What follows belongs to an exercise in optimizing a design on an open flow for small area, a short achievable clock period and few clock cycles per item; a production flow would make more cautious choices. Where RTL was checked, it was by simulation tests only, not by an equivalence proof against the original. The RTL of runs 2 to 4 was laid out without a check of its function. Power is estimated from default activity; no workload was simulated.

==> run.sh <==
#!/bin/bash
# synth_recipe.tcl (not shown) runs the flow's synth.tcl, then flattens the netlist and writes it again
# the make line also repeats each setting of config.mk as NAME=value (left out here)
make -C /OpenROAD-flow-scripts/flow DESIGN_CONFIG=/design/flow/config.mk WORK_HOME=/design/flow/orfs CLKGATE_MAP_FILE= SYNTH_SCRIPT=/design/flow/synth_recipe.tcl finish
==> config.mk <==
export PLATFORM = sky130hd
export DESIGN_NAME = sharpening_hw
export DESIGN_NICKNAME = sharpening_hw
export VERILOG_FILES = /design/flow/design.v
export SDC_FILE = /design/flow/constraint.sdc
export NUM_CORES = 8
export LEC_CHECK = 0
export CAP_MARGIN = 20
export CORE_MARGIN = 2
export CORE_UTILIZATION = 55
export SLEW_MARGIN = 20
==> constraint.sdc <==
create_clock -name core_clock -period 5.0 [get_ports {clk}]
set_input_delay 1.0000 -clock core_clock [delete_from_list [all_inputs] [get_ports {clk}]]
set_output_delay 1.0000 -clock core_clock [all_outputs]
set_load 0.01 [all_outputs]
==> design.v <==
module intensity_kernel(clk, rst_n, s_axis_tdata, s_axis_tvalid, s_axis_tuser, s_axis_tlast, s_axis_tready, m_axis_tdata, m_axis_tvalid, m_axis_tuser, m_axis_tlast, m_axis_tready, org_pixels);
    input wire clk;
    input wire rst_n;
    input wire [PXL_D_WIDTH*3-1:0] s_axis_tdata;
    input wire s_axis_tvalid;
    input wire s_axis_tuser;
    input wire s_axis_tlast;
    output wire s_axis_tready;
    output wire [PXL_D_WIDTH-1:0] m_axis_tdata;
    output wire m_axis_tvalid;
    output wire m_axis_tuser;
    output wire m_axis_tlast;
    input wire m_axis_tready;
	output wire [PXL_D_WIDTH*3-1:0] org_pixels;
parameter PXL_D_WIDTH = 8;
parameter VERT_SIZE = 720;
wire [PXL_D_WIDTH-1:0] pxl_r;
wire [PXL_D_WIDTH-1:0] pxl_g;
wire [PXL_D_WIDTH-1:0] pxl_b;
assign pxl_r = s_axis_tdata[PXL_D_WIDTH*3-1:PXL_D_WIDTH*2];
assign pxl_g = s_axis_tdata[PXL_D_WIDTH*2-1:PXL_D_WIDTH*1];
assign pxl_b = s_axis_tdata[PXL_D_WIDTH*1-1:PXL_D_WIDTH*0];
reg [PXL_D_WIDTH-1:0] r0_pxl_r;
reg [PXL_D_WIDTH-1:0] r0_pxl_g;
reg [PXL_D_WIDTH-1:0] r0_pxl_b;
reg r0_s_axis_tvalid;
reg r0_s_axis_tuser;
reg r0_s_axis_tlast;
reg [PXL_D_WIDTH*3-1:0] r0_org_pixels;
reg [PXL_D_WIDTH*2-1:0] r1_pxl_r;
reg [PXL_D_WIDTH*2-1:0] r1_pxl_g;
reg [PXL_D_WIDTH*2-1:0] r1_pxl_b;
reg r1_s_axis_tvalid;
reg r1_s_axis_tuser;
reg r1_s_axis_tlast;
reg [PXL_D_WIDTH*3-1:0] r1_org_pixels;
reg [PXL_D_WIDTH*2-1:0] s2_pxl_rg;
reg [PXL_D_WIDTH*2-1:0] p2_pxl_b;
reg r2_s_axis_tvalid;
reg r2_s_axis_tuser;
reg r2_s_axis_tlast;
reg [PXL_D_WIDTH*3-1:0] r2_org_pixels;
reg [PXL_D_WIDTH*2-1:0] s3_pxl_rgb;
reg r3_s_axis_tvalid;
reg r3_s_axis_tuser;
reg r3_s_axis_tlast;
reg [PXL_D_WIDTH*3-1:0] r3_org_pixels;
reg [PXL_D_WIDTH-1:0] r4_pxl_intense;
reg r4_s_axis_tvalid;
reg r4_s_axis_tuser;
reg r4_s_axis_tlast;
reg [PXL_D_WIDTH*3-1:0] r4_org_pixels;
wire stall;
assign stall = ~m_axis_tready;
always @(posedge clk or negedge rst_n) begin
    if (!rst_n) begin
        r0_pxl_r <=  0;
        r0_pxl_g <=  0;
        r0_pxl_b <=  0;
        r0_s_axis_tvalid <=  0;
        r0_s_axis_tuser <=  0;
        r0_s_axis_tlast <=  0;
		r0_org_pixels <=  0;
        r1_pxl_r <=  0;
        r1_pxl_g <=  0;
        r1_pxl_b <=  0;
        r1_s_axis_tvalid <=  0;
        r1_s_axis_tuser <=  0;
        r1_s_axis_tlast <=  0;
		r1_org_pixels <=  0;
        s2_pxl_rg <=  0;
        p2_pxl_b  <=  0;
        r2_s_axis_tvalid <=  0;
        r2_s_axis_tuser <=  0;
        r2_s_axis_tlast <=  0;
		r2_org_pixels <=  0;
        s3_pxl_rgb <=  0;
        r3_s_axis_tvalid <=  0;
        r3_s_axis_tuser <=  0;
        r3_s_axis_tlast <=  0;
		r3_org_pixels <=  0;
        r4_pxl_intense <=  0;
        r4_s_axis_tvalid <=  0;
        r4_s_axis_tuser <=  0;
        r4_s_axis_tlast <=  0;
		r4_org_pixels <=  0;
    end else if (!stall) begin
        r0_pxl_r <=  pxl_r;
        r0_pxl_g <=  pxl_g;
        r0_pxl_b <=  pxl_b;
        r0_s_axis_tvalid <=  s_axis_tvalid;
        r0_s_axis_tuser <=  s_axis_tuser;
        r0_s_axis_tlast <=  s_axis_tlast;
		r0_org_pixels <= s_axis_tdata;
        r1_pxl_r <=  r0_pxl_r * 8'd77;
        r1_pxl_g <=  r0_pxl_g * 8'd151;
        r1_pxl_b <=  r0_pxl_b * 8'd28;
        r1_s_axis_tvalid <=  r0_s_axis_tvalid;
        r1_s_axis_tuser <=  r0_s_axis_tuser;
        r1_s_axis_tlast <=  r0_s_axis_tlast;
		r1_org_pixels <=  r0_org_pixels;
        s2_pxl_rg <=  r1_pxl_r + r1_pxl_g;
        p2_pxl_b  <=  r1_pxl_b;
        r2_s_axis_tvalid <=  r1_s_axis_tvalid;
        r2_s_axis_tuser <=  r1_s_axis_tuser;
        r2_s_axis_tlast <=  r1_s_axis_tlast;
		r2_org_pixels <=  r1_org_pixels;
        s3_pxl_rgb <=  s2_pxl_rg + p2_pxl_b;
        r3_s_axis_tvalid <=  r2_s_axis_tvalid;
        r3_s_axis_tuser <=  r2_s_axis_tuser;
        r3_s_axis_tlast <=  r2_s_axis_tlast;
		r3_org_pixels <=  r2_org_pixels;
        r4_pxl_intense <=  s3_pxl_rgb >> 8;
        r4_s_axis_tvalid <=  r3_s_axis_tvalid;
        r4_s_axis_tuser <=  r3_s_axis_tuser;
        r4_s_axis_tlast <=  r3_s_axis_tlast;
		r4_org_pixels <=  r3_org_pixels;
    end
end
assign s_axis_tready = m_axis_tready;
assign m_axis_tdata = r4_pxl_intense;
assign m_axis_tvalid = r4_s_axis_tvalid;
assign m_axis_tuser = r4_s_axis_tuser;
assign m_axis_tlast = r4_s_axis_tlast;
assign org_pixels = r4_org_pixels;
endmodule
module stencil_buf(clk, rst_n, s_axis_tdata, s_axis_tvalid, s_axis_tuser, s_axis_tlast, s_axis_tready, do_00, do_01, do_02, do_10, do_11, do_12, do_20, do_21, do_22, m_axis_tvalid, m_axis_tuser, m_axis_tlast, m_axis_tready, in_org_pixels, out_org_pixels);
    input wire clk;
    input wire rst_n;
    input wire [7:0] s_axis_tdata;
    input wire s_axis_tvalid;
    input wire s_axis_tuser;
    input wire s_axis_tlast;
    output wire s_axis_tready;
    output wire [PXL_D_WIDTH-1:0] do_00;
    output wire [PXL_D_WIDTH-1:0] do_01;
    output wire [PXL_D_WIDTH-1:0] do_02;
    output wire [PXL_D_WIDTH-1:0] do_10;
    output wire [PXL_D_WIDTH-1:0] do_11;
    output wire [PXL_D_WIDTH-1:0] do_12;
    output wire [PXL_D_WIDTH-1:0] do_20;
    output wire [PXL_D_WIDTH-1:0] do_21;
    output wire [PXL_D_WIDTH-1:0] do_22;
    output wire m_axis_tvalid;
    output wire m_axis_tuser;
    output wire m_axis_tlast;
    input wire m_axis_tready;
	input wire [PXL_D_WIDTH*3-1:0] in_org_pixels;
	output wire [PXL_D_WIDTH*3-1:0] out_org_pixels;
parameter PXL_D_WIDTH = 8;
parameter IN_HORZ_SIZE = 1280;
parameter IN_VERT_SIZE = 720;
integer i;
reg [7:0] st_buf [IN_HORZ_SIZE*2+2:0];
reg r0_s_axis_tvalid;
reg r0_s_axis_tuser;
reg r0_s_axis_tlast;
reg [PXL_D_WIDTH*3-1:0] r0_org_pixels;
wire stall;
assign stall = ~m_axis_tready;
always @(posedge clk or negedge rst_n) begin
    if (!rst_n) begin
        r0_s_axis_tvalid <=  1'b0;
        r0_s_axis_tuser <= 1'b0;
        r0_s_axis_tlast <= 1'b0;
		r0_org_pixels <=  0;
        for (i=0; i<IN_HORZ_SIZE*2+3; i = i+1) begin
            st_buf[i] <=  8'hff;
        end
    end else if (!stall) begin
        r0_s_axis_tvalid <=  s_axis_tvalid;
        if (s_axis_tvalid) begin
            st_buf[0] <=  s_axis_tdata;
            for (i=0; i<IN_HORZ_SIZE*2+2; i = i+1) begin
                st_buf[i+1] <=  st_buf[i];
            end
            r0_s_axis_tuser <=  s_axis_tuser;
            r0_s_axis_tlast <= s_axis_tlast;
			r0_org_pixels <=  in_org_pixels;
        end
    end
end
assign s_axis_tready = m_axis_tready;
assign do_00 = st_buf[2562];
assign do_01 = st_buf[2561];
assign do_02 = st_buf[2560];
assign do_10 = st_buf[1282];
assign do_11 = st_buf[1281];
assign do_12 = st_buf[1280];
assign do_20 = st_buf[2];
assign do_21 = st_buf[1];
assign do_22 = st_buf[0];
assign m_axis_tvalid = r0_s_axis_tvalid;
assign m_axis_tuser  = r0_s_axis_tuser;
assign m_axis_tlast  = r0_s_axis_tlast;
assign out_org_pixels = r0_org_pixels;
endmodule
module sharpening_kernel(
    input wire clk,
    input wire rst_n,
    input wire s_axis_tvalid,
    input wire s_axis_tuser,
    input wire s_axis_tlast,
    output wire s_axis_tready,
    input wire [PXL_D_WIDTH-1:0] din0,  
    input wire [PXL_D_WIDTH-1:0] din1,  
    input wire [PXL_D_WIDTH-1:0] din2,  
    input wire [PXL_D_WIDTH-1:0] din3,  
    input wire [PXL_D_WIDTH-1:0] din4,  
    output wire [PXL_D_WIDTH*3-1:0] m_axis_tdata,
    output wire m_axis_tvalid,
    output wire m_axis_tuser,
    output wire m_axis_tlast,
    input wire m_axis_tready,
    input wire [PXL_D_WIDTH*3-1:0] in_org_pixels,
    input wire hwsw_sel
);
parameter PXL_D_WIDTH = 8;
reg signed [PXL_D_WIDTH+2:0] detail_val;  
reg r0_s_axis_tvalid;
reg r0_s_axis_tuser;
reg r0_s_axis_tlast;
reg [PXL_D_WIDTH*3-1:0] r0_org_pixels;
reg [PXL_D_WIDTH-1:0] sharp_r, sharp_g, sharp_b;
reg r1_s_axis_tvalid;
reg r1_s_axis_tuser;
reg r1_s_axis_tlast;
reg [PXL_D_WIDTH*3-1:0] r1_org_pixels;
wire stall;
assign stall = ~m_axis_tready;
reg signed [11:0] temp_r, temp_g, temp_b; 
always @(*) begin
        temp_r = $signed({1'b0, r0_org_pixels[23:16]}) + detail_val;
        temp_g = $signed({1'b0, r0_org_pixels[15:8]}) + detail_val;
        temp_b = $signed({1'b0, r0_org_pixels[7:0]}) + detail_val;
end
always @(posedge clk or negedge rst_n) begin
    if (!rst_n) begin
        detail_val       <= '0;
        r0_s_axis_tvalid <= 1'b0;
        r0_s_axis_tuser  <= 1'b0;
        r0_s_axis_tlast  <= 1'b0;
        r0_org_pixels    <= '0;
        sharp_r          <= '0;
        sharp_g          <= '0;
        sharp_b          <= '0;
        r1_s_axis_tvalid <= 1'b0;
        r1_s_axis_tuser  <= 1'b0;
        r1_s_axis_tlast  <= 1'b0;
        r1_org_pixels    <= '0;
    end
    else if (!stall) begin
        detail_val <=  ($signed({1'b0, din0}) * 4) - 
                         ($signed({1'b0, din1}) + $signed({1'b0, din2}) + 
                          $signed({1'b0, din3}) + $signed({1'b0, din4}));
        r0_s_axis_tvalid <=  s_axis_tvalid;
        r0_s_axis_tuser  <=  s_axis_tuser;
        r0_s_axis_tlast  <=  s_axis_tlast;
        r0_org_pixels    <=  in_org_pixels;
        if (temp_r[11]) sharp_r <=  8'd0;        
        else if (temp_r > 255) sharp_r <=  8'd255;  
        else sharp_r <=  temp_r[7:0];
        if (temp_g[11]) sharp_g <=  8'd0;
        else if (temp_g > 255) sharp_g <=  8'd255;
        else sharp_g <=  temp_g[7:0];
        if (temp_b[11]) sharp_b <=  8'd0;
        else if (temp_b > 255) sharp_b <=  8'd255;
        else sharp_b <=  temp_b[7:0];
        r1_s_axis_tvalid <=  r0_s_axis_tvalid;
        r1_s_axis_tuser  <=  r0_s_axis_tuser;
        r1_s_axis_tlast  <=  r0_s_axis_tlast;
        r1_org_pixels    <=  r0_org_pixels;
    end
end
assign s_axis_tready = m_axis_tready;
assign m_axis_tdata  = (hwsw_sel) ? {sharp_r, sharp_g, sharp_b} : r1_org_pixels;
assign m_axis_tvalid = r1_s_axis_tvalid;
assign m_axis_tuser  = r1_s_axis_tuser;
assign m_axis_tlast  = r1_s_axis_tlast;
endmodule
module sharpening_hw(clk, rst_n, s_axis_tdata, s_axis_tvalid, s_axis_tuser, s_axis_tlast, s_axis_tready, m_axis_tdata, m_axis_tvalid, m_axis_tuser, m_axis_tlast, m_axis_tready, hwsw_sel);
    input wire clk;
    input wire rst_n;
    input wire [PXL_D_WIDTH*3-1:0] s_axis_tdata;
    input wire s_axis_tvalid;
    input wire s_axis_tuser;
    input wire s_axis_tlast;
    output wire s_axis_tready;
    output wire [PXL_D_WIDTH*3-1:0] m_axis_tdata;
    output wire m_axis_tvalid;
    output wire m_axis_tuser;
    output wire m_axis_tlast;
    input wire m_axis_tready;
    input wire hwsw_sel;
    wire [PXL_D_WIDTH-1:0] wire0_axis_tdata;
    wire wire0_axis_tvalid;
    wire wire0_axis_tuser;
    wire wire0_axis_tlast;
    wire wire0_axis_tready;
    wire [PXL_D_WIDTH*3-1:0] wire0_org_pixels;
    wire [PXL_D_WIDTH-1:0] wire1_axis_tdata;
    wire wire1_axis_tvalid;
    wire wire1_axis_tuser;
    wire wire1_axis_tlast;
    wire wire1_axis_tready;
    wire [PXL_D_WIDTH*3-1:0] wire1_org_pixels;
    wire [PXL_D_WIDTH-1:0] do_00;
    wire [PXL_D_WIDTH-1:0] do_01;
    wire [PXL_D_WIDTH-1:0] do_02;
    wire [PXL_D_WIDTH-1:0] do_10;
    wire [PXL_D_WIDTH-1:0] do_11;
    wire [PXL_D_WIDTH-1:0] do_12;
    wire [PXL_D_WIDTH-1:0] do_20;
    wire [PXL_D_WIDTH-1:0] do_21;
    wire [PXL_D_WIDTH-1:0] do_22;
parameter PXL_D_WIDTH = 8;
intensity_kernel ik0(.clk(clk), .rst_n(rst_n), .s_axis_tdata(s_axis_tdata), .s_axis_tvalid(s_axis_tvalid), .s_axis_tuser(s_axis_tuser), .s_axis_tlast(s_axis_tlast), .s_axis_tready(s_axis_tready), .m_axis_tdata(wire0_axis_tdata), .m_axis_tvalid(wire0_axis_tvalid), .m_axis_tuser(wire0_axis_tuser), .m_axis_tlast(wire0_axis_tlast), .m_axis_tready(wire0_axis_tready), .org_pixels(wire0_org_pixels));
stencil_buf sb0(.clk(clk), .rst_n(rst_n), .s_axis_tdata(wire0_axis_tdata), .s_axis_tvalid(wire0_axis_tvalid), .s_axis_tuser(wire0_axis_tuser), .s_axis_tlast(wire0_axis_tlast), .s_axis_tready(wire0_axis_tready), .do_00(do_00), .do_01(do_01), .do_02(do_02), .do_10(do_10), .do_11(do_11), .do_12(do_12), .do_20(do_20), .do_21(do_21), .do_22(do_22), .m_axis_tvalid(wire1_axis_tvalid), .m_axis_tuser(wire1_axis_tuser), .m_axis_tlast(wire1_axis_tlast), .m_axis_tready(wire1_axis_tready), .in_org_pixels(wire0_org_pixels), .out_org_pixels(wire1_org_pixels));
sharpening_kernel ek0(
    .clk(clk), 
    .rst_n(rst_n), 
    .s_axis_tvalid(wire1_axis_tvalid), 
    .s_axis_tuser(wire1_axis_tuser), 
    .s_axis_tlast(wire1_axis_tlast), 
    .s_axis_tready(wire1_axis_tready), 
    .din0(do_11),  
    .din1(do_01),  
    .din2(do_21),  
    .din3(do_10),  
    .din4(do_12),  
    .m_axis_tdata(m_axis_tdata), 
    .m_axis_tvalid(m_axis_tvalid), 
    .m_axis_tuser(m_axis_tuser), 
    .m_axis_tlast(m_axis_tlast), 
    .m_axis_tready(m_axis_tready), 
    .in_org_pixels(wire1_org_pixels), 
    .hwsw_sel(hwsw_sel)
);
endmodule
==> impl_metrics.tcl, run 1 <==
set metrics [dict create \
    outcome "no timing/DRC/antenna violations" \
    synth_top_family_by_area "simple AND/OR/NAND/NOR gates" \
    synth_cell_type_count 61 \
    ant_nets 0 \
    grt_remaining_overflow 0 \
    synth_ff_type "dfstp_2" \
    final_layout_size_suffix_gt1_frac 0.289 \
    yosys.area.top_type "dfstp_2" \
    avgSynthCellArea_um2 9.14 \
    track_usage 0.192 \
    routedWlPerCell_um 13.0 \
    critPathMaxFanout 3 \
    busiest_layer "met2" \
    die_width_mm 1.21 \
    drt-vias-per-instance 4.84 \
    yosysSeqAreaShare 0.679 \
    synth-compound-area-share 0.00181 \
    relSlewSlack 0.278 \
    fin_nets 87576 \
    tightest_slew_ns 1.08 \
    port_buffers 58 \
    grt_max_degree 199 \
    gr-usage-met1 0.277 \
    cts_buffers 2292 \
    core_mm2 1.46 \
    syn_inst 88067 \
    worstSetupPathType "reg2reg" \
    vias 524441 \
    grt_setup_unrepaired "false" \
    hold_slack_ns 0.155 \
    drv_slew 0 \
    fin_area_mm2 0.904 \
    synth_edf_count 0 \
    setup_viol 0 \
    cp-start-kind "flop" \
    gp_congestion 0.730 \
    cts_sinks 20825 \
    crit_chain "ha_1, inv_1, fa_1, inv_1, a21oi_1, o21bai_1, xor2_1, fa_1, fa_1, inv_1, ha_1, o21ai_1, a21boi_0, o21ai_1, a21boi_1, o21ai_0, nand4b_1, o311ai_1" \
    dieArea_mm2 1.47 \
    ctsResizeCount 0 \
    dp_hpwl_mm 790 \
    clock_path_buffers 6 \
    synth_xor_xnor_area_share 0.000620 \
    hold_viol 0 \
    cp_slowest_cell "dfstp_2" \
    maxCapViolCount 0 \
    cp.arrival_ns 5.52 \
    setup_tns_ns 0 \
    clock_latency_ns 1.30 \
    final_util 0.619 \
    path_clk_slew_ns 0.06 \
    post_cts_buffers 0 \
    ys_ff_latch 20825 \
    grtUsageMet3 0.0232 \
    yosys-top-cells-area "dfstp_2, nand2_1, clkbuf_1" \
    fin_total_pwr_mw 368 \
    peakVddDrop_mv 0.382 \
    nFillCells 124752 \
    min_path_type "in2reg" \
    postCtsHoldBufs 1 \
    period_minus_slack_ns 4.39 \
    fin_skew_ns 0.0479 \
    num_rows 444 \
    root_buffer "clkbuf_16" \
    synth-async-reset-ratio 1.00 \
    htreeDepth 8 \
    cp_slowest_stage_delay_ns 0.55 \
    required_ns 6.13 \
    period_share 0.878 \
    p_leak_nw 436 \
    antenna_found_initial 6 \
    yosys.area_share.simple 0.288 \
    synth_top_area_frac 0.669 \
    drtIter0Drc 36271 \
    synth_mux_area_frac 0.00369 \
    start_util 0.551 \
    synth_fp_nets 88301 \
    grt_pass1_vias 531766 \
    wl_mm 1410 \
    yosysWarnings 4 \
    cts_tree "done" \
    io_pins 59 \
    syn2layout_area_growth_pct 12.4 \
    grt_pass1_wl_mm 2510 \
    synthesis.area_mm2 0.805 \
    dr.pass1.iters 6 \
    powerDensity_mw_per_mm2 407 \
    clock.fmax_mhz 228 \
    r2r_slack_ns 0.61 \
    place_area_mm2 0.830 \
    crit_path_end_kind "flop" \
    grt_use_met2 0.316 \
    die_height_mm 1.21 \
    synth_fa_ha_area_frac 0.00361 \
    drc 0 \
]
## synth_stat cells, types with 3 or more instances
cell type      n
inv_1        154
o21bai_1      13
a21boi_1       4
nor3_1        19
clkbuf_1    3935
or2_1          3
o31ai_1        8
o21ai_1       18
nor2_1        47
dfstp_2    20496
and2_1         3
nand3_1       11
or2_2          3
mux2_2       263
a21o_1        25
a22oi_1        7
o21a_1        12
nor2b_1       10
xor2_1        15
nor4_1         3
nand4_1        4
a211oi_1      17
buf_1        451
nand2_1    61595
ha_1         154
dfrtp_1      329
a31oi_1        5
buf_2        220
a21oi_1       52
nand2b_1       8
xnor2_1       42
or3_1         13
o21ai_0       45
fa_1          49
## worst max-delay path: cells and delay by family, from the launching register on
kind            cells  cell delay [ns]
fa+ha+maj           5             1.89
compound gates      8             1.23
flops               1             0.55
xor+xnor            1             0.27
buf+inv             3             0.19
simple gates        1             0.12
## worst paths after layout
check | from | end | depth (start not counted)
min in group asynchronous | rst_n | ik0.r4_pxl_intense[2] | 3
hold / removal | m_axis_tready | ek0.sharp_r[0] | 3
setup reg to reg | sb0.st_buf[1][0] | ek0.detail_val[9] | 18
hold reg to reg | sb0.st_buf[429][6] | sb0.st_buf[430][6] | 2
setup / recovery | sb0.st_buf[1][0] | ek0.detail_val[9] | 18
max in group asynchronous | rst_n | sb0.st_buf[985][7] | 5
## registers in the layout, summed over array words and instances, names as in the netlist, 2 cells and up
signal	flops
sb0.r0_org_pixels	24
sb0.st_buf	20496
ik0.r2_org_pixels	24
ik0.r4_org_pixels	24
ik0.p2_pxl_b	10
ik0.r3_org_pixels	24
ik0.r0_pxl_b	7
ik0.r4_pxl_intense	8
ek0.r0_org_pixels	24
ik0.r0_pxl_r	8
ik0.s3_pxl_rgb	8
ik0.r1_pxl_g	16
ek0.sharp_g	8
ik0.r1_org_pixels	23
ik0.r1_pxl_r	13
ik0.s2_pxl_rg	14
ek0.sharp_r	8
ek0.r1_org_pixels	24
ik0.r0_pxl_g	7
ek0.sharp_b	8
ik0.r1_pxl_b	10
ik0.r0_org_pixels	2
ek0.detail_val	11
## final cells by class
class                   count  area (um^2)  area share
diodes                      5         12.5   0.0000138
flip-flops and latches  20825       547000       0.605
well taps               19401        24300      0.0268
clock inverters           459         4720     0.00522
inverters                 154          578    0.000639
repair buffers           1588        18800      0.0207
clock buffers            3467        69300      0.0767
multi-input cells       62481       240000       0.265
## through the flow
| step | setup slack (ns) | std cells |
|---|---|---|
| finish | 0.610 | 108380 |
| global route | 0.343 | 108380 |
| CTS | 0.625 | 108375 |
| detailed placement | 0.660 | 104448 |
| global placement | 0.554 | 104448 |
| floorplan | 1.06 | 88067 |
## cells in the final DEF (no fill, tap or decap), types with 45 or more instances in the layout
cell type        synthesis  layout
a21oi_1                 52      52
buf_12                   0     533
buf_4                    1     996
bufinv_16                0      89
clkbuf_1              3935     516
clkbuf_16                0    2377
clkbuf_8                 0     574
clkdlybuf4s50_1          0      56
clkinv_2                 0     317
dfrtp_1                329     329
dfstp_2              20496   20496
fa_1                    49      49
ha_1                   154     154
inv_1                  154     154
mux2_2                 263     263
nand2_1              61595   61594
nor2_1                  47      47
o21ai_0                 45      45
## kinds of logic after synthesis
group                      after synthesis
adders and majority gates              203
and+or+nand+nor                      61730
AOI/OAI and AO/OA                      227
DFF                                  20825
buffers and inverters                 4761
muxes                                  264
xor gates and xnor gates                57
## metal layers
metal	vias to the layer above	wire (um)
met1	255397	701000
met4	0	30600
met2	4146	638000
met3	2319	37400
met5	-	0
li1	262579	-
## power breakdown
part           switching (mW)  total (mW)  internal, mW
Combinational            23.5        30.1          6.54
Sequential               1.23         173           171
Clock                    65.3         165          99.9
Total                    90.0         368           278
Testbench counts, summed over its fixed seeds: cycles 41,024, pixels 40,960.
==> run 2: changes to the inputs <==
==> design.v (replaced) <==
module intensity_kernel(
    input  wire [23:0] rgb,
    output wire [7:0]  y
);
    wire [15:0] sum = 16'd77 * rgb[23:16] + 16'd151 * rgb[15:8] + 16'd28 * rgb[7:0];
    assign y = sum[15:8];
endmodule
module stencil_buf #(
    parameter W = 1280,
    parameter L = 40
) (
    input  wire       clk,
    input  wire       rst_n,
    input  wire       we,
    input  wire [7:0] y_in,
    output wire [7:0] y_m1,
    output wire [7:0] y_m1280,
    output wire [7:0] y_m1281,
    output wire [7:0] y_m1282,
    output wire [7:0] y_m2561
);
    localparam R = W / L;
    localparam NB = 8 * L * R;
    reg [NB-1:0] line1;
    reg [NB-1:0] line2;
    reg [7:0] ya;     
    reg [7:0] yb1;    
    reg [7:0] yb2;    
    reg [11:0] cnt;
    reg        full1;   
    reg        full2;   
    wire [7:0] tap1 = line1[NB-1 -: 8];
    wire [7:0] tap2 = line2[NB-1 -: 8];
    wire [7:0] t1m = full1 ? tap1 : 8'hff;
    wire [7:0] t2m = full2 ? tap2 : 8'hff;
    integer r, i;
    always @(posedge clk) begin
        for (r = 0; r < R; r = r + 1) begin
            for (i = 1; i < L; i = i + 1) begin
                line1[(r*L+i)*8 +: 8] <= line1[(r*L+i-1)*8 +: 8];
                line2[(r*L+i)*8 +: 8] <= line2[(r*L+i-1)*8 +: 8];
            end
            if (we) begin
                line1[(r*L)*8 +: 8] <= (r == 0) ? y_in : line1[((r-1)*L+L-1)*8 +: 8];
                line2[(r*L)*8 +: 8] <= (r == 0) ? yb1  : line2[((r-1)*L+L-1)*8 +: 8];
            end else begin
                line1[(r*L)*8 +: 8] <= line1[(r*L+L-1)*8 +: 8];
                line2[(r*L)*8 +: 8] <= line2[(r*L+L-1)*8 +: 8];
            end
        end
    end
    always @(posedge clk or negedge rst_n) begin
        if (!rst_n) begin
            ya    <= 8'hff;
            yb1   <= 8'hff;
            yb2   <= 8'hff;
            cnt   <= 12'd0;
            full1 <= 1'b0;
            full2 <= 1'b0;
        end else if (we) begin
            ya  <= y_in;
            yb1 <= t1m;
            yb2 <= yb1;
            if (!full2) cnt <= cnt + 12'd1;
            if (cnt == W - 1) full1 <= 1'b1;
            if (cnt == 2 * W) full2 <= 1'b1;
        end
    end
    assign y_m1    = ya;
    assign y_m1280 = t1m;
    assign y_m1281 = yb1;
    assign y_m1282 = yb2;
    assign y_m2561 = t2m;
endmodule
module sharpening_kernel(
    input  wire [7:0]  c,       
    input  wire [7:0]  up,      
    input  wire [7:0]  dn,      
    input  wire [7:0]  lf,      
    input  wire [7:0]  rt,      
    output wire signed [10:0] detail
);
    assign detail = $signed({1'b0, c, 2'b00}) -
                    $signed({3'b000, up} + {3'b000, dn} + {3'b000, lf} + {3'b000, rt});
endmodule
module sharpening_clamp(
    input  wire [23:0] rgb,
    input  wire signed [10:0] detail,
    output wire [23:0] sharp
);
    function [7:0] addclamp(input [7:0] v, input signed [10:0] d);
        reg signed [11:0] t;
        begin
            t = $signed({4'b0000, v}) + d;
            if (t[11]) addclamp = 8'd0;
            else if (t[10:8] != 3'b000) addclamp = 8'd255;
            else addclamp = t[7:0];
        end
    endfunction
    assign sharp = {addclamp(rgb[23:16], detail), addclamp(rgb[15:8], detail), addclamp(rgb[7:0], detail)};
endmodule
module sharpening_hw(clk, rst_n, s_axis_tdata, s_axis_tvalid, s_axis_tuser, s_axis_tlast, s_axis_tready, m_axis_tdata, m_axis_tvalid, m_axis_tuser, m_axis_tlast, m_axis_tready, hwsw_sel);
    input wire clk;
    input wire rst_n;
    input wire [23:0] s_axis_tdata;
    input wire s_axis_tvalid;
    input wire s_axis_tuser;
    input wire s_axis_tlast;
    output wire s_axis_tready;
    output wire [23:0] m_axis_tdata;
    output wire m_axis_tvalid;
    output wire m_axis_tuser;
    output wire m_axis_tlast;
    input wire m_axis_tready;
    input wire hwsw_sel;
    localparam W = 1280;
    localparam L = 40;
    reg        v0, v1, v3, ov, kv;
    reg [25:0] d0;               
    reg [25:0] d1;
    reg [7:0]  y1;
    reg [25:0] d3;
    reg signed [10:0] det3;
    reg [49:0] od, kd;           
    reg [5:0]  ph;
    reg        started;
    wire stall = kv;
    wire proc  = v1 & (ph == 6'd0) & ~stall;
    wire e1    = ~v1 | proc;
    wire e0    = ~v0 | e1;
    assign s_axis_tready = e0;
    wire [7:0] y0;
    intensity_kernel ik0(.rgb(d0[23:0]), .y(y0));
    wire [7:0] n_dn, n_rt, n_c, n_lf, n_up;
    stencil_buf #(.W(W), .L(L)) sb0(
        .clk(clk), .rst_n(rst_n), .we(proc), .y_in(y1),
        .y_m1(n_dn), .y_m1280(n_rt), .y_m1281(n_c), .y_m1282(n_lf), .y_m2561(n_up));
    wire signed [10:0] det;
    sharpening_kernel ek0(.c(n_c), .up(n_up), .dn(n_dn), .lf(n_lf), .rt(n_rt), .detail(det));
    wire [23:0] sharp3;
    sharpening_clamp ec0(.rgb(d3[23:0]), .detail(det3), .sharp(sharp3));
    wire [49:0] res3 = {d3[25:24], sharp3, d3[23:0]};
    wire pop = ov & m_axis_tready;
    wire in3 = v3 & ~stall;
    always @(posedge clk or negedge rst_n) begin
        if (!rst_n) begin
            v0 <= 1'b0;
            v1 <= 1'b0;
            v3 <= 1'b0;
            ov <= 1'b0;
            kv <= 1'b0;
            ph <= 6'd0;
            started <= 1'b0;
        end else begin
            if (e0) v0 <= s_axis_tvalid;
            if (e1) v1 <= v0;
            if (~stall) v3 <= proc;
            if (proc) started <= 1'b1;
            if (~proc & (started | (ph != 6'd0)))
                ph <= (ph == L - 1) ? 6'd0 : ph + 6'd1;
            if (~ov | pop) begin
                ov <= kv | in3;
                kv <= 1'b0;
            end else if (in3) begin
                kv <= 1'b1;
            end
        end
    end
    always @(posedge clk) begin
        if (e0) d0 <= {s_axis_tuser, s_axis_tlast, s_axis_tdata};
        if (e1) begin
            d1 <= d0;
            y1 <= y0;
        end
        if (~stall) begin
            d3 <= d1;
            det3 <= det;
        end
        if (~ov | pop) od <= kv ? kd : res3;
        else if (in3) kd <= res3;
    end
    assign m_axis_tvalid = ov;
    assign m_axis_tuser  = od[49];
    assign m_axis_tlast  = od[48];
    assign m_axis_tdata  = hwsw_sel ? od[47:24] : od[23:0];
endmodule
==> run 2 against run 1 <==
  * The layout now fails its checks (setup timing)
  * Critical endpoint is now y1[5]
  * Critical path type unchanged
  * Via count decreased by 71%
  * Clock power shrank 15%
  * First-iteration DRC count down 83%
  * Sequential share of layout area rose by 22 points
  * Total power decreased by 10%
  * Flip-flop and latch count shrank 98
  * Global-route usage is 6.9 points lower
  * Largest cell class unchanged
  * Sequential power is 2% lower
==> impl_metrics.tcl, run 2 <==
set metrics [dict create \
    synth_top_area_frac 0.952 \
    top_regs "sb0.line1 (10240), sb0.line2 (10240)" \
    maxCapViolCount 0 \
    cp-start-kind "flop" \
    cp_slowest_stage_delay_ns 0.54 \
    routedWlPerCell_um 12.9 \
    cpMostUsedCell "fa_1" \
    syn_inst 23276 \
    period_share 1.28 \
    tightest_slew_ns 1.03 \
    die_height_um 889 \
    grt_pass1_vias 153936 \
    core_mm2 0.782 \
    fin_area_mm2 0.508 \
    track_usage 0.123 \
    clock.fmax_mhz 156 \
    grt_setup_unrepaired "true" \
    crit_path_start "d0[20]" \
    place_area_mm2 0.445 \
    drc 0 \
    cp_slowest_cell "fa_1" \
    antenna_found_initial 6 \
    die_width_um 889 \
    vias 149810 \
    ys_ff_latch 20727 \
    synth.most_common_cell "dfxtp_1" \
    io_pins 59 \
    nFillCells 53871 \
    dpl.cell_count 33767 \
    synth_ff_type "dfxtp_1" \
    hold_viol 0 \
    clock_latency_ns 1.26 \
    hold_slack_ns 0.267 \
    gp_congestion 0.711 \
    synth_edf_count 197 \
    syn2layout_area_growth_pct 17.8 \
    p_leak_nw 207 \
    peakVddDrop_mv 2.14 \
    worstSetupPathType "reg2reg" \
    dr.pass1.iters 5 \
    grt_remaining_overflow 0 \
    num_rows 325 \
    drt-vias-per-instance 4.04 \
    start_util 0.551 \
    synth_common_cells "dfxtp_1, nand2_1, edfxtp_1" \
    crit_path_end_kind "flop" \
    cp_num_buf_inv 5 \
    crit_chain "ha_1, ha_2, inv_2, fa_1, fa_1, inv_2, ha_4, buf_4, a311o_1, xor2_1, ha_1, ha_4, inv_2, fa_1, inv_2, fa_1, fa_1, ha_4, nand4_1, and3_4, a21oi_4, o31a_1, nor2_2, xnor2_1" \
    yosysSeqAreaShare 0.968 \
    critPathMaxFanout 5 \
    layout.cells.non_filler 37068 \
    yosys.area.top_type "dfxtp_1" \
    grt_pass1_wl_mm 799 \
    layout_commonest_cell "dfxtp_1" \
    period_minus_slack_ns 6.40 \
    required_ns 5.96 \
    port_buffers 58 \
    crit_family "adder cells" \
    fin_nets 25397 \
    wl_mm 478 \
    setup_viol 8 \
    hold_start "sb0.line2[111]" \
    cts_buffers 1848 \
    dp_hpwl_mm 219 \
    synthesis.area_mm2 0.431 \
    dp_slack_ns -1.65 \
    r2r-start "d0[20]" \
    relSlewSlack 0.308 \
    synth-async-reset-ratio 0.00241 \
    final_cell_mix "dfxtp_1, clkbuf_16, nand2_1" \
    cts_tree "done" \
    cp.arrival_ns 7.36 \
    ant_nets 0 \
    path_clk_slew_ns 0.06 \
    yosysWarnings 3 \
    final_util 0.649 \
    yosys-top-cells-area "dfxtp_1, nand2_1, edfxtp_1" \
    htreeDepth 7 \
    setup_slack_ns -1.40 \
    synth_fp_nets 23513 \
    clock_path_buffers 5 \
    root_buffer "clkbuf_16" \
    synth_cell_type_count 76 \
    avgSynthCellArea_um2 18.5 \
    outcome "failed layout checks" \
    dieArea_mm2 0.790 \
    drv_slew 0 \
    drtIter0Drc 6169 \
    cts_sinks 20727 \
    grt_max_degree 115 \
    final_layout_size_suffix_gt1_frac 0.122 \
    min_path_type "reg2reg" \
    fin_skew_ns 0.119 \
    so_faults "setup timing" \
    powerDensity_mw_per_mm2 652 \
]
-- run 2: path summary, 6_finish.rpt --
path                             endpoint  slack [ns]  depth (start not counted)
min                        sb0.line2[119]        0.27                          0
max reg2reg                         y1[5]       -1.40                         24
min in group asynchronous              v3        0.39                          3
max                                 y1[5]       -1.40                         24
max in group asynchronous              kv        3.95                          3
min reg2reg                sb0.line2[119]        0.27                          0
-- run 2: cell families after synthesis --
family	Yosys count	synth area share
compound gates	170	0.00276
xor+xnor	63	0.00128
fa+ha+maj	206	0.00724
buf+inv	272	0.00267
flops	20727	0.968
mux	58	0.00151
simple gates	1780	0.0162
-- run 2: what timing repair did --
item	in CTS	in global routing
hold endpoints to repair	26	0
gates resized for setup	11	25
pin swaps	5	12
hold buffers	1	0
setup endpoints to repair	8	8
setup buffers	4	2
-- run 2: layout make-up --
| cell class | count | area [um^2] | share of cell area |
|---|---|---|---|
| Clock inverter | 653 | 8130 | 0.0160 |
| Inverter | 138 | 518 | 0.00102 |
| Antenna cell | 4 | 10.0 | 0.0000197 |
| Timing Repair Buffer | 168 | 1550 | 0.00306 |
| Multi-Input combinational cell | 2277 | 12700 | 0.0251 |
| Clock buffer | 2637 | 54400 | 0.107 |
| Tap cell | 10464 | 13100 | 0.0258 |
| Sequential cell | 20727 | 417000 | 0.822 |
-- run 2: stage by stage --
step           total power [mW]  TNS [ns]
2_1_floorplan               184     -8.85
3_3_place_gp                191    -11.72
3_5_place_dp                191    -11.50
4_1_cts                     333    -10.64
5_1_grt                     344    -12.06
6_report                    331    -10.41
-- run 2: report_power, final --
group	switching, mW	total (mW)	internal, mW
Clock	55.9	140	84.4
Combinational	10.6	22.0	11.4
Sequential	0.690	169	168
-- run 2: layer usage --
layer  GRT usage  wire, um
met2       0.165    184000
met1       0.187    258000
met3      0.0308     18700
met4      0.0592     17600
met5           0         0
==> run 3: changes to the inputs <==
--- a/design.v
+++ b/design.v
@@ -2,5 +2,17 @@
     input  wire [23:0] rgb,
+    output wire [14:0] pr,      
+    output wire [15:0] pg,      
+    output wire [10:0] pb       
+);
+    assign pr = 15'd77  * rgb[23:16];
+    assign pg = 16'd151 * rgb[15:8];
+    assign pb = 11'd7   * rgb[7:0];
+endmodule
+module intensity_sum(
+    input  wire [14:0] pr,
+    input  wire [15:0] pg,
+    input  wire [10:0] pb,
     output wire [7:0]  y
 );
-    wire [15:0] sum = 16'd77 * rgb[23:16] + 16'd151 * rgb[15:8] + 16'd28 * rgb[7:0];
+    wire [15:0] sum = {1'b0, pr} + pg + {3'b000, pb, 2'b00};
     assign y = sum[15:8];
@@ -25,5 +37,8 @@
     reg [NB-1:0] line2;
-    reg [7:0] ya;     
+    reg [7:0] ya0;    
+    reg [7:0] ya1;    
+    reg [7:0] yb0;    
     reg [7:0] yb1;    
     reg [7:0] yb2;    
+    reg [7:0] yc;     
     reg [11:0] cnt;
@@ -33,4 +48,2 @@
     wire [7:0] tap2 = line2[NB-1 -: 8];
-    wire [7:0] t1m = full1 ? tap1 : 8'hff;
-    wire [7:0] t2m = full2 ? tap2 : 8'hff;
     integer r, i;
@@ -44,3 +57,3 @@
                 line1[(r*L)*8 +: 8] <= (r == 0) ? y_in : line1[((r-1)*L+L-1)*8 +: 8];
-                line2[(r*L)*8 +: 8] <= (r == 0) ? yb1  : line2[((r-1)*L+L-1)*8 +: 8];
+                line2[(r*L)*8 +: 8] <= (r == 0) ? yb0  : line2[((r-1)*L+L-1)*8 +: 8];
             end else begin
@@ -53,5 +66,8 @@
         if (!rst_n) begin
-            ya    <= 8'hff;
+            ya0   <= 8'hff;
+            ya1   <= 8'hff;
+            yb0   <= 8'hff;
             yb1   <= 8'hff;
             yb2   <= 8'hff;
+            yc    <= 8'hff;
             cnt   <= 12'd0;
@@ -60,5 +76,8 @@
         end else if (we) begin
-            ya  <= y_in;
-            yb1 <= t1m;
+            ya0 <= y_in;
+            ya1 <= ya0;
+            yb0 <= full1 ? tap1 : 8'hff;
+            yb1 <= yb0;
             yb2 <= yb1;
+            yc  <= full2 ? tap2 : 8'hff;
             if (!full2) cnt <= cnt + 12'd1;
@@ -68,7 +87,7 @@
     end
-    assign y_m1    = ya;
-    assign y_m1280 = t1m;
+    assign y_m1    = ya1;
+    assign y_m1280 = yb0;
     assign y_m1281 = yb1;
     assign y_m1282 = yb2;
-    assign y_m2561 = t2m;
+    assign y_m2561 = yc;
 endmodule
@@ -117,21 +136,23 @@
     localparam L = 40;
-    reg        v0, v1, v3, ov, kv;
-    reg [25:0] d0;               
-    reg [25:0] d1;
-    reg [7:0]  y1;
-    reg [25:0] d3;
-    reg signed [10:0] det3;
-    reg [49:0] od, kd;           
-    reg [5:0]  ph;
+    reg        va, vb, v3, v4, ov, kv;
+    reg [25:0] da, db, d3, d4;       
+    reg [14:0] pra;
+    reg [15:0] pga;
+    reg [10:0] pba;
+    reg [7:0]  yb;
+    reg signed [10:0] det4;
+    reg [49:0] od, kd;               
+    reg [5:0]  ph;                   
     reg        started;
-    wire stall = kv;
-    wire proc  = v1 & (ph == 6'd0) & ~stall;
-    wire e1    = ~v1 | proc;
-    wire e0    = ~v0 | e1;
-    assign s_axis_tready = e0;
-    wire [7:0] y0;
-    intensity_kernel ik0(.rgb(d0[23:0]), .y(y0));
+    reg        adv;                  
+    reg        proc;                 
+    wire [14:0] pr;
+    wire [15:0] pg;
+    wire [10:0] pb;
+    intensity_kernel ik0(.rgb(s_axis_tdata), .pr(pr), .pg(pg), .pb(pb));
+    wire [7:0] ysum;
+    intensity_sum is0(.pr(pra), .pg(pga), .pb(pba), .y(ysum));
     wire [7:0] n_dn, n_rt, n_c, n_lf, n_up;
     stencil_buf #(.W(W), .L(L)) sb0(
-        .clk(clk), .rst_n(rst_n), .we(proc), .y_in(y1),
+        .clk(clk), .rst_n(rst_n), .we(proc), .y_in(yb),
         .y_m1(n_dn), .y_m1280(n_rt), .y_m1281(n_c), .y_m1282(n_lf), .y_m2561(n_up));
@@ -139,12 +160,19 @@
     sharpening_kernel ek0(.c(n_c), .up(n_up), .dn(n_dn), .lf(n_lf), .rt(n_rt), .detail(det));
-    wire [23:0] sharp3;
-    sharpening_clamp ec0(.rgb(d3[23:0]), .detail(det3), .sharp(sharp3));
-    wire [49:0] res3 = {d3[25:24], sharp3, d3[23:0]};
-    wire pop = ov & m_axis_tready;
-    wire in3 = v3 & ~stall;
+    wire [23:0] sharp4;
+    sharpening_clamp ec0(.rgb(d4[23:0]), .detail(det4), .sharp(sharp4));
+    wire [49:0] res4 = {d4[25:24], sharp4, d4[23:0]};
+    wire pop  = ov & m_axis_tready;
+    wire in_o = v4 & ~kv;
+    wire load_o = ~ov | pop;
+    wire       kv_n = load_o ? 1'b0 : (kv | in_o);
+    wire       vb_n = adv ? va : vb;
+    wire       ph_hold = proc | (~started & (ph == 6'd0));
+    wire [5:0] ph_n = ph_hold ? ph : ((ph == L - 1) ? 6'd0 : ph + 6'd1);
+    wire       ok_n = (ph_n == 6'd0) & ~kv_n;
     always @(posedge clk or negedge rst_n) begin
         if (!rst_n) begin
-            v0 <= 1'b0;
-            v1 <= 1'b0;
+            va <= 1'b0;
+            vb <= 1'b0;
             v3 <= 1'b0;
+            v4 <= 1'b0;
             ov <= 1'b0;
@@ -153,15 +181,19 @@
             started <= 1'b0;
+            adv <= 1'b1;
+            proc <= 1'b0;
         end else begin
-            if (e0) v0 <= s_axis_tvalid;
-            if (e1) v1 <= v0;
-            if (~stall) v3 <= proc;
+            if (adv) begin
+                va <= s_axis_tvalid;
+                vb <= va;
+            end
+            if (~kv) begin
+                v3 <= proc;
+                v4 <= v3;
+            end
             if (proc) started <= 1'b1;
-            if (~proc & (started | (ph != 6'd0)))
-                ph <= (ph == L - 1) ? 6'd0 : ph + 6'd1;
-            if (~ov | pop) begin
-                ov <= kv | in3;
-                kv <= 1'b0;
-            end else if (in3) begin
-                kv <= 1'b1;
-            end
+            ph <= ph_n;
+            ov <= load_o ? (kv | in_o) : 1'b1;
+            kv <= kv_n;
+            adv  <= ~vb_n | ok_n;
+            proc <= vb_n & ok_n;
         end
@@ -169,14 +201,19 @@
     always @(posedge clk) begin
-        if (e0) d0 <= {s_axis_tuser, s_axis_tlast, s_axis_tdata};
-        if (e1) begin
-            d1 <= d0;
-            y1 <= y0;
-        end
-        if (~stall) begin
-            d3 <= d1;
-            det3 <= det;
-        end
-        if (~ov | pop) od <= kv ? kd : res3;
-        else if (in3) kd <= res3;
-    end
+        if (adv) begin
+            da  <= {s_axis_tuser, s_axis_tlast, s_axis_tdata};
+            pra <= pr;
+            pga <= pg;
+            pba <= pb;
+            db  <= da;
+            yb  <= ysum;
+        end
+        if (~kv) begin
+            d3   <= db;
+            d4   <= d3;
+            det4 <= det;
+        end
+        if (load_o) od <= kv ? kd : res4;
+        else if (in_o) kd <= res4;
+    end
+    assign s_axis_tready = adv;
     assign m_axis_tvalid = ov;
--- a/config.mk
+++ b/config.mk
@@ -10,2 +10,3 @@
 export CORE_UTILIZATION = 55
+export SETUP_SLACK_MARGIN = 2.2
 export SLEW_MARGIN = 20
==> run 3 against run 2 <==
  * Now clean on timing, DRC and antenna
  * Non-clock buffer count fell by 30
  * Cell count shrank 2.0%
  * Clock skew shrank 0.017 ns
  * Total power down 2.4%
  * Sequential share of layout area fell by 0.20 points
  * Core utilization grew 0.16 points
  * Routed wire length down 3.6%
  * Critical path depth decreased by 9
  * Synthesized cell count fell by 3.7%
  * Critical path type unchanged
==> impl_metrics.tcl, run 3 <==
set metrics [dict create \
    grt_setup_unrepaired "true" \
    maxCapViolCount 0 \
    dr.pass1.iters 7 \
    peakVddDrop_mv 0.590 \
    drv_slew 0 \
    yosysSeqAreaShare 0.968 \
    ant_nets 0 \
    port_buffers 58 \
    synth_top_area_frac 0.945 \
    cts_sinks 20818 \
    period_minus_slack_ns 3.83 \
    synth_common_cells "dfxtp_1, mux2_2, edfxtp_1" \
    yosys-top-cells-area "dfxtp_1, edfxtp_1, mux2_2" \
    vias 146641 \
    final_cell_mix "dfxtp_1, clkbuf_16, mux2_2" \
    track_usage 0.119 \
    avgSynthCellArea_um2 19.3 \
    setup_tns_ns 0 \
    syn_inst 22415 \
    min_path_type "in2reg" \
    dp_slack_ns -0.154 \
    p_seq_frac 0.528 \
    p_int_mw 260 \
    start_util 0.551 \
    ys_ff_latch 20818 \
    crit_path_end_kind "flop" \
    yosys.area.top_type "dfxtp_1" \
    io_pins 59 \
    synth-compound-area-share 0.00402 \
    synth_mux_area_frac 0.0144 \
    grt_max_degree 90 \
    switchingPower_mw 63.1 \
    routedWlPerCell_um 12.7 \
    setup_viol 0 \
    grt_pass1_vias 150421 \
    top_regs "sb0.line1 (10240), sb0.line2 (10240)" \
    power_frac_comb 0.034 \
    yosys.area_share.simple 0.00285 \
    period_share 0.766 \
    outcome "no timing/DRC/antenna violations" \
    required_ns 5.90 \
    cp_num_buf_inv 1 \
    grt_remaining_overflow 0 \
    drtIter0Drc 6327 \
    layout_commonest_cell "dfxtp_1" \
    cp-start-kind "flop" \
    cp_slowest_stage_delay_ns 0.56 \
    dieArea_mm2 0.796 \
    yosysWarnings 3 \
    synth_top_family_by_area "multiplexers" \
    setup_slack_ns 1.17 \
    p_leak_nw 207 \
    synth_edf_count 261 \
    gp_congestion 0.690 \
    fin_skew_ns 0.102 \
    p_clk_frac 0.438 \
    grt_pass1_wl_mm 781 \
    nFillCells 53361 \
    die_width_um 892 \
    relSlewSlack 0.364 \
    swShare 0.196 \
    fin_area_mm2 0.512 \
    synth.most_common_cell "dfxtp_1" \
    clock_latency_ns 1.27 \
    multi_input_area_mm2 0.0139 \
    synthesis.area_mm2 0.434 \
    powerDensity_mw_per_mm2 630 \
    drt-vias-per-instance 4.04 \
    dp_hpwl_mm 212 \
    synth_cell_type_count 77 \
    crit_chain "ha_4, a21o_1, a21oi_2, nor2b_1, o21a_1, o41ai_2, xnor2_1, fa_1, fa_1, inv_2, ha_4, or3_1, o21ai_1, a21oi_1, xor2_1" \
    path_clk_slew_ns 0.06 \
    tightest_slew_ns 0.954 \
    regArea_mm2 0.420 \
    crit_family "adder cells" \
    antenna_found_initial 27 \
    hold_viol 0 \
    drc 0 \
    core_mm2 0.787 \
    fin_nets 24576 \
    synth_ff_type "dfxtp_1" \
    worstSetupPathType "reg2reg" \
    synth_fa_ha_area_frac 0.00710 \
    cp_slowest_cell "dfstp_2" \
    critPathMaxFanout 5 \
    clock.fmax_mhz 261 \
    clock_path_buffers 5 \
    root_buffer "clkbuf_16" \
    synth-async-reset-ratio 0.00370 \
    synth_xor_xnor_area_share 0.00149 \
    place_area_mm2 0.448 \
    synth_fp_nets 22656 \
    cts_tree "done" \
    htreeDepth 7 \
    wl_mm 461 \
    cts_buffers 1866 \
    num_rows 326 \
    die_height_um 892 \
    cp.arrival_ns 4.73 \
    syn2layout_area_growth_pct 18.1 \
    final_layout_size_suffix_gt1_frac 0.150 \
]
run 3: cell types whose count changed in the layout (fill, tap and decap cells not counted), moves of 21 or more:
cell,before,now
dfstp_2,24,48
o21ai_0,27,58
mux2_2,56,529
nand2_1,1607,77
buf_6,3,37
clkdlybuf4s50_1,57,13
edfxtp_1,197,261
buf_4,95,55
ha_4,9,36
clkbuf_1,300,353
mux2_4,0,21
run 3: metal layers:
layer / track usage / wire length (um) / vias up
li1: - / - / 74322
met1: 0.186 / 255000 / 68741
met2: 0.150 / 169000 / 2099
met3: 0.0317 / 20200 / 1475
met4: 0.0570 / 17100 / 4
met5: 0 / 24 / -
run 3: worst paths after layout:
path | from | to | slack (ns) | cells past startpoint
min in group asynchronous | rst_n | ph[2] | 0.35 | 2
setup / recovery | sb0.yc[1] | det4[9] | 1.17 | 15
hold reg to reg | sb0.line2[4534] | sb0.line2[4542] | 0.25 | 0
setup reg to reg | sb0.yc[1] | det4[9] | 1.17 | 15
max in group asynchronous | rst_n | sb0.yc[5] | 3.67 | 3
hold / removal | s_axis_tdata[23] | da[23] | 0.15 | 1
run 3: kinds of logic (layout without fill, tap and decap cells):
family / after synthesis / after routing
flops: 20818 / 20818
mux: 553 / 553
compound gates: 257 / 258
simple gates: 255 / 255
buf+inv: 248 / 3645
fa+ha+maj: 210 / 210
xor+xnor: 74 / 74
other cells: 0 / 13
run 3: power groups by stage:
stage	logic, mW	registers, mW	clock network (mW)
floorplan	7.47	173	0
global placement	9.84	174	0
detailed placement	9.94	174	0
CTS	10.8	170	146
global route	12.3	170	153
finish	11.1	170	141
run 3: area by class of cell:
cell class | count | area share
sequential | 20818 | 0.820
tap | 10496 | 0.0256
multi-input combinational | 1350 | 0.0272
inverter | 161 | 0.00119
clock buffer | 2695 | 0.107
timing repair buffer | 138 | 0.00279
clock inverter | 651 | 0.0161
antenna | 13 | 0.0000635
run 3: through the flow:
step / total power, mW / hold slack (ns) / utilization / cells
after CTS: 327 / 0.0470 / 0.650 / 36303
after global routing: 335 / 0.0629 / 0.651 / 36311
after detailed placement: 184 / 0.312 / 0.569 / 32932
final: 323 / 0.148 / 0.651 / 36322
after floorplan: 181 / 0.310 / - / 22415
after global placement: 184 / 0.310 / 0.569 / 32932
run 3: what timing repair did:
item	in CTS	in global routing
pin swaps	46	33
setup buffers	23	5
resized for setup	258	62
endpoints found under the hold margin	14	0
endpoints found under the setup margin	75	79
hold buffers	1	0
cloned	1	1
==> run 4: changes to the inputs <==
--- a/design.v
+++ b/design.v
@@ -27,7 +27,4 @@
     input  wire [7:0] y_in,
-    output wire [7:0] y_m1,
-    output wire [7:0] y_m1280,
-    output wire [7:0] y_m1281,
-    output wire [7:0] y_m1282,
-    output wire [7:0] y_m2561
+    output wire signed [10:0] d_p,
+    output wire [8:0] d_q
 );
@@ -38,7 +35,6 @@
     reg [7:0] ya0;    
-    reg [7:0] ya1;    
     reg [7:0] yb0;    
     reg [7:0] yb1;    
-    reg [7:0] yb2;    
-    reg [7:0] yc;     
+    reg signed [10:0] dp;    
+    reg [8:0]  dq;           
     reg [11:0] cnt;
@@ -48,2 +44,4 @@
     wire [7:0] tap2 = line2[NB-1 -: 8];
+    wire [7:0] t1m = full1 ? tap1 : 8'hff;
+    wire [7:0] t2m = full2 ? tap2 : 8'hff;
     integer r, i;
@@ -67,7 +65,6 @@
             ya0   <= 8'hff;
-            ya1   <= 8'hff;
             yb0   <= 8'hff;
             yb1   <= 8'hff;
-            yb2   <= 8'hff;
-            yc    <= 8'hff;
+            dp    <= 11'sd0;
+            dq    <= 9'd0;
             cnt   <= 12'd0;
@@ -77,7 +74,6 @@
             ya0 <= y_in;
-            ya1 <= ya0;
-            yb0 <= full1 ? tap1 : 8'hff;
+            yb0 <= t1m;
             yb1 <= yb0;
-            yb2 <= yb1;
-            yc  <= full2 ? tap2 : 8'hff;
+            dp  <= $signed({1'b0, yb0, 2'b00}) - $signed({3'b000, ya0} + {3'b000, yb1});
+            dq  <= {1'b0, t1m} + {1'b0, t2m};
             if (!full2) cnt <= cnt + 12'd1;
@@ -87,18 +83,11 @@
     end
-    assign y_m1    = ya1;
-    assign y_m1280 = yb0;
-    assign y_m1281 = yb1;
-    assign y_m1282 = yb2;
-    assign y_m2561 = yc;
+    assign d_p = dp;
+    assign d_q = dq;
 endmodule
 module sharpening_kernel(
-    input  wire [7:0]  c,       
-    input  wire [7:0]  up,      
-    input  wire [7:0]  dn,      
-    input  wire [7:0]  lf,      
-    input  wire [7:0]  rt,      
+    input  wire signed [10:0] d_p,    
+    input  wire [8:0]  d_q,           
     output wire signed [10:0] detail
 );
-    assign detail = $signed({1'b0, c, 2'b00}) -
-                    $signed({3'b000, up} + {3'b000, dn} + {3'b000, lf} + {3'b000, rt});
+    assign detail = d_p - $signed({2'b00, d_q});
 endmodule
@@ -154,8 +143,8 @@
     intensity_sum is0(.pr(pra), .pg(pga), .pb(pba), .y(ysum));
-    wire [7:0] n_dn, n_rt, n_c, n_lf, n_up;
+    wire signed [10:0] n_p;
+    wire [8:0] n_q;
     stencil_buf #(.W(W), .L(L)) sb0(
-        .clk(clk), .rst_n(rst_n), .we(proc), .y_in(yb),
-        .y_m1(n_dn), .y_m1280(n_rt), .y_m1281(n_c), .y_m1282(n_lf), .y_m2561(n_up));
+        .clk(clk), .rst_n(rst_n), .we(proc), .y_in(yb), .d_p(n_p), .d_q(n_q));
     wire signed [10:0] det;
-    sharpening_kernel ek0(.c(n_c), .up(n_up), .dn(n_dn), .lf(n_lf), .rt(n_rt), .detail(det));
+    sharpening_kernel ek0(.d_p(n_p), .d_q(n_q), .detail(det));
     wire [23:0] sharp4;
--- a/config.mk
+++ b/config.mk
@@ -7,6 +7,9 @@
 export LEC_CHECK = 0
+export ABC_CLOCK_PERIOD_IN_PS = 2500
 export CAP_MARGIN = 20
 export CORE_MARGIN = 2
-export CORE_UTILIZATION = 55
-export SETUP_SLACK_MARGIN = 2.2
+export CORE_UTILIZATION = 70
+export CTS_CLUSTER_DIAMETER = 100
+export CTS_CLUSTER_SIZE = 28
+export SETUP_SLACK_MARGIN = 2.5
 export SLEW_MARGIN = 20
==> run 4 against run 3 <==
  * Routed wire length grew 0.46%
  * Flip-flop and latch count shrank 4
  * Total power shrank 21%
  * Sequential share of layout area grew 7.6 points
  * Largest power group unchanged
==> impl_metrics.tcl, run 4 <==
set metrics [dict create \
    drtIter0Drc 6636 \
    final_cell_mix "dfxtp_1, clkbuf_16, mux2_2" \
    r2r_cells 14 \
    wl_mm 463 \
    gp_congestion 0.721 \
    drc 0 \
    crit_path_end_kind "flop" \
    syn2layout_area_growth_pct 8.01 \
    cts_buffers 815 \
    synthesis.area_mm2 0.434 \
    maxCapViolCount 0 \
    yosysWarnings 3 \
    path_clk_slew_ns 0.10 \
    drv_slew 0 \
    dp_slack_ns 0.164 \
    r2r_slack_ns 1.91 \
    layout_commonest_cell "dfxtp_1" \
    htreeDepth 6 \
    cp.depth 14 \
    clock_path_buffers 4 \
    synth_fp_nets 22679 \
    crit_path_start "s_axis_tdata[15]" \
    drt-vias-per-instance 4.36 \
    die_height_um 791 \
    critPathMaxFanout 2 \
    synth.most_common_cell "dfxtp_1" \
    synth-async-reset-ratio 0.00351 \
    vias 137629 \
    relSlewSlack 0.301 \
    start_util 0.702 \
    cts_sinks 20814 \
    top_regs "sb0.line1 (10240), sb0.line2 (10240)" \
    grt_setup_unrepaired "true" \
    r2r-start "sb0.yb1[0]" \
    root_buffer "clkbuf_16" \
    clock.fmax_mhz 305 \
    powerDensity_mw_per_mm2 545 \
    clock_latency_ns 1.13 \
    core_mm2 0.618 \
    grt_max_degree 103 \
    dp_hpwl_mm 232 \
    grt_pass1_vias 139097 \
    crit_chain "buf_8, fa_1, inv_2, fa_2, inv_2, fa_2, ha_4, ha_4, buf_12, a21oi_4, o21bai_4, a211oi_4, a21oi_2, xor2_1" \
    setup.worst_path.end "pga[14]" \
    antenna_found_initial 21 \
    avgSynthCellArea_um2 19.3 \
    grt_pass1_wl_mm 746 \
    period_minus_slack_ns 3.28 \
    cp_num_buf_inv 4 \
    cp_slowest_cell "fa_1" \
    worstSetupPathType "in2reg" \
    yosys-top-cells-area "dfxtp_1, edfxtp_1, mux2_2" \
    p_leak_nw 187 \
    syn_inst 22438 \
    crit_family "adder cells" \
    cp_slowest_stage_delay_ns 0.55 \
    ant_nets 0 \
    dr.pass1.iters 5 \
    final_layout_size_suffix_gt1_frac 0.0792 \
    peakVddDrop_mv 0.523 \
    setup_viol 0 \
    ys_ff_latch 20814 \
    setup_slack_ns 1.72 \
    io_pins 59 \
    cp-start-kind "primary input" \
    hold_viol 0 \
    track_usage 0.146 \
    yosys.area.top_type "dfxtp_1" \
    routedWlPerCell_um 14.7 \
    cp.arrival_ns 4.13 \
    die_width_um 791 \
    r2r-end "sb0.dp[8]" \
    grt_remaining_overflow 0 \
    synth_cell_type_count 71 \
    synth_top_area_frac 0.945 \
    dieArea_mm2 0.626 \
    num_rows 289 \
    tightest_slew_ns 1.05 \
    setup_tns_ns 0 \
    synth_edf_count 261 \
    port_buffers 58 \
    min_path_type "in2reg" \
    required_ns 5.86 \
    cts_tree "done" \
    nFillCells 35081 \
    synth_ff_type "dfxtp_1" \
    period_share 0.655 \
    yosysSeqAreaShare 0.967 \
    outcome "no timing/DRC/antenna violations" \
    fin_nets 23587 \
    fin_skew_ns 0.0461 \
    synth_common_cells "dfxtp_1, mux2_2, edfxtp_1" \
]
[run 4: cell count changes in the layout (fill, tap and decap cells not counted), moves of 17 or more]
cell / previous run / this run
nand2_1: 77 / 52
dfstp_2: 48 / 24
clkbuf_16: 1891 / 837
buf_6: 37 / 61
a21oi_2: 16 / 48
buf_4: 55 / 76
dfrtp_1: 26 / 43
bufinv_16: 180 / 0
clkinv_2: 376 / 0
clkbuf_8: 451 / 0
clkbuf_1: 353 / 26
clkinvlp_4: 38 / 0
[run 4: worst min path at each step]
stage                                start                to  slack [ns]  cells past startpoint
final                     s_axis_tdata[19]            da[19]        0.15                      1
after global routing      s_axis_tdata[19]            da[19]        0.04                      1
after CTS                 s_axis_tdata[19]            da[19]        0.05                      1
after detailed placement    sb0.line1[995]   sb0.line1[1003]        0.31                      0
after global placement      sb0.line2[153]    sb0.line2[161]        0.31                      0
after floorplan            sb0.line1[9992]  sb0.line1[10000]        0.31                      0
[run 4: what timing repair did]
action,CTS,global route
endpoints found under the setup margin,145,180
endpoints found under the hold margin,19,0
hold buffers,1,0
buffers inserted,49,24
gates resized for setup,375,70
gates cloned,3,0
pin swaps,95,59
[run 4: per-layer routing]
| metal | global-route usage | wire length (um) | share of wire | vias to the layer above |
|---|---|---|---|---|
| li1 | - | - | - | 70870 |
| met3 | 0.0225 | 14900 | 0.032 | 886 |
| met2 | 0.205 | 181000 | 0.39 | 1226 |
| met4 | 0.0395 | 12000 | 0.026 | 2 |
| met1 | 0.237 | 255000 | 0.55 | 64645 |
| met5 | 0 | 13 | 0.000028 | - |
[run 4: cell families (layout without fill, tap and decap cells)]
logic type / count (synthesis) / count (layout) / share of synthesized area
adder cells (fa/ha/maj): 210 / 210 / 0.00687
AO/OA/AOI/OAI: 258 / 258 / 0.00391
other: 0 / 4 / 0
AND/OR/NAND/NOR: 251 / 251 / 0.00290
flip-flops: 20814 / 20814 / 0.967
buffers and inverters: 246 / 1240 / 0.00226
multiplexers: 569 / 569 / 0.0147
XOR/XNOR: 90 / 90 / 0.00182
[run 4: where the power goes]
group | total [mW] | switching [mW] | internal [mW]
clock network | 75.0 | 44.7 | 30.3
registers | 170 | 1.20 | 169
logic | 10.3 | 5.40 | 4.89
[run 4: cell type report]
type | instances | area, um^2 | area share
flip-flops and latches | 20814 | 420000 | 0.896
clock buffers | 863 | 21000 | 0.0449
multi-input cells | 1378 | 14500 | 0.0310
well taps | 8148 | 10200 | 0.0218
repair buffers | 180 | 1860 | 0.00396
clock inverters | 40 | 624 | 0.00133
inverters | 157 | 597 | 0.00127
diodes | 4 | 10.0 | 0.0000214
[run 4: per-stage QoR]
| step | std cells | power, mW | hold slack, ns | cell area [um^2] | util |
|---|---|---|---|---|---|
| 2_1_floorplan | 22438 | 179 | 0.310 | 434000 | - |
| 3_3_place_gp | 30600 | 182 | 0.310 | 445000 | 0.720 |
| 3_5_place_dp | 30600 | 182 | 0.312 | 445000 | 0.720 |
| 4_1_cts | 31556 | 257 | 0.0488 | 468000 | 0.757 |
| 5_1_grt | 31581 | 264 | 0.0426 | 469000 | 0.758 |
| 6_report | 31584 | 255 | 0.151 | 469000 | 0.758 |

## separate check: timing with driven ports
How much do the figures lean on ideal ports? The routed layouts below were timed once more, with nothing changed but the port constraints. Step 1 (the two cells are an assumption about what drives the block):
set clk [get_ports {clk}]
set_driving_cell -lib_cell sky130_fd_sc_hd__clkbuf_16 $clk
set_driving_cell -lib_cell sky130_fd_sc_hd__buf_2 [delete_from_list [all_inputs] $clk]
Step 2 adds t to the input delays and takes it off the output delays; t is the mean of the earliest and latest rising clock arrival at the registers after step 1. Input paths then give back, and output paths get back, about the clock's delay inside the block. Three values: ideal ports, drivers, drivers and shift; two values: the first two.
run | t (ns) | setup slack, ns | clock arrival spread, ns | worst data-port slew with drivers (ns)
run 1 | 1.441 | 0.610 / 0.610 / 0.610 | 0.062 / 0.061 | 0.08
run 2 | 1.331 | -1.400 / -1.400 / -1.400 | 0.121 / 0.122 | 0.09
run 3 | 1.324 | 1.171 / 1.171 / 0.279 | 0.156 / 0.156 | 0.15
run 4 | 1.226 | 1.724 / 1.644 / 0.579 | 0.062 / 0.062 | 0.55
The setup slack of run 4, which loses most, moves by -0.080 ns with the drivers and by -1.145 ns with both steps.
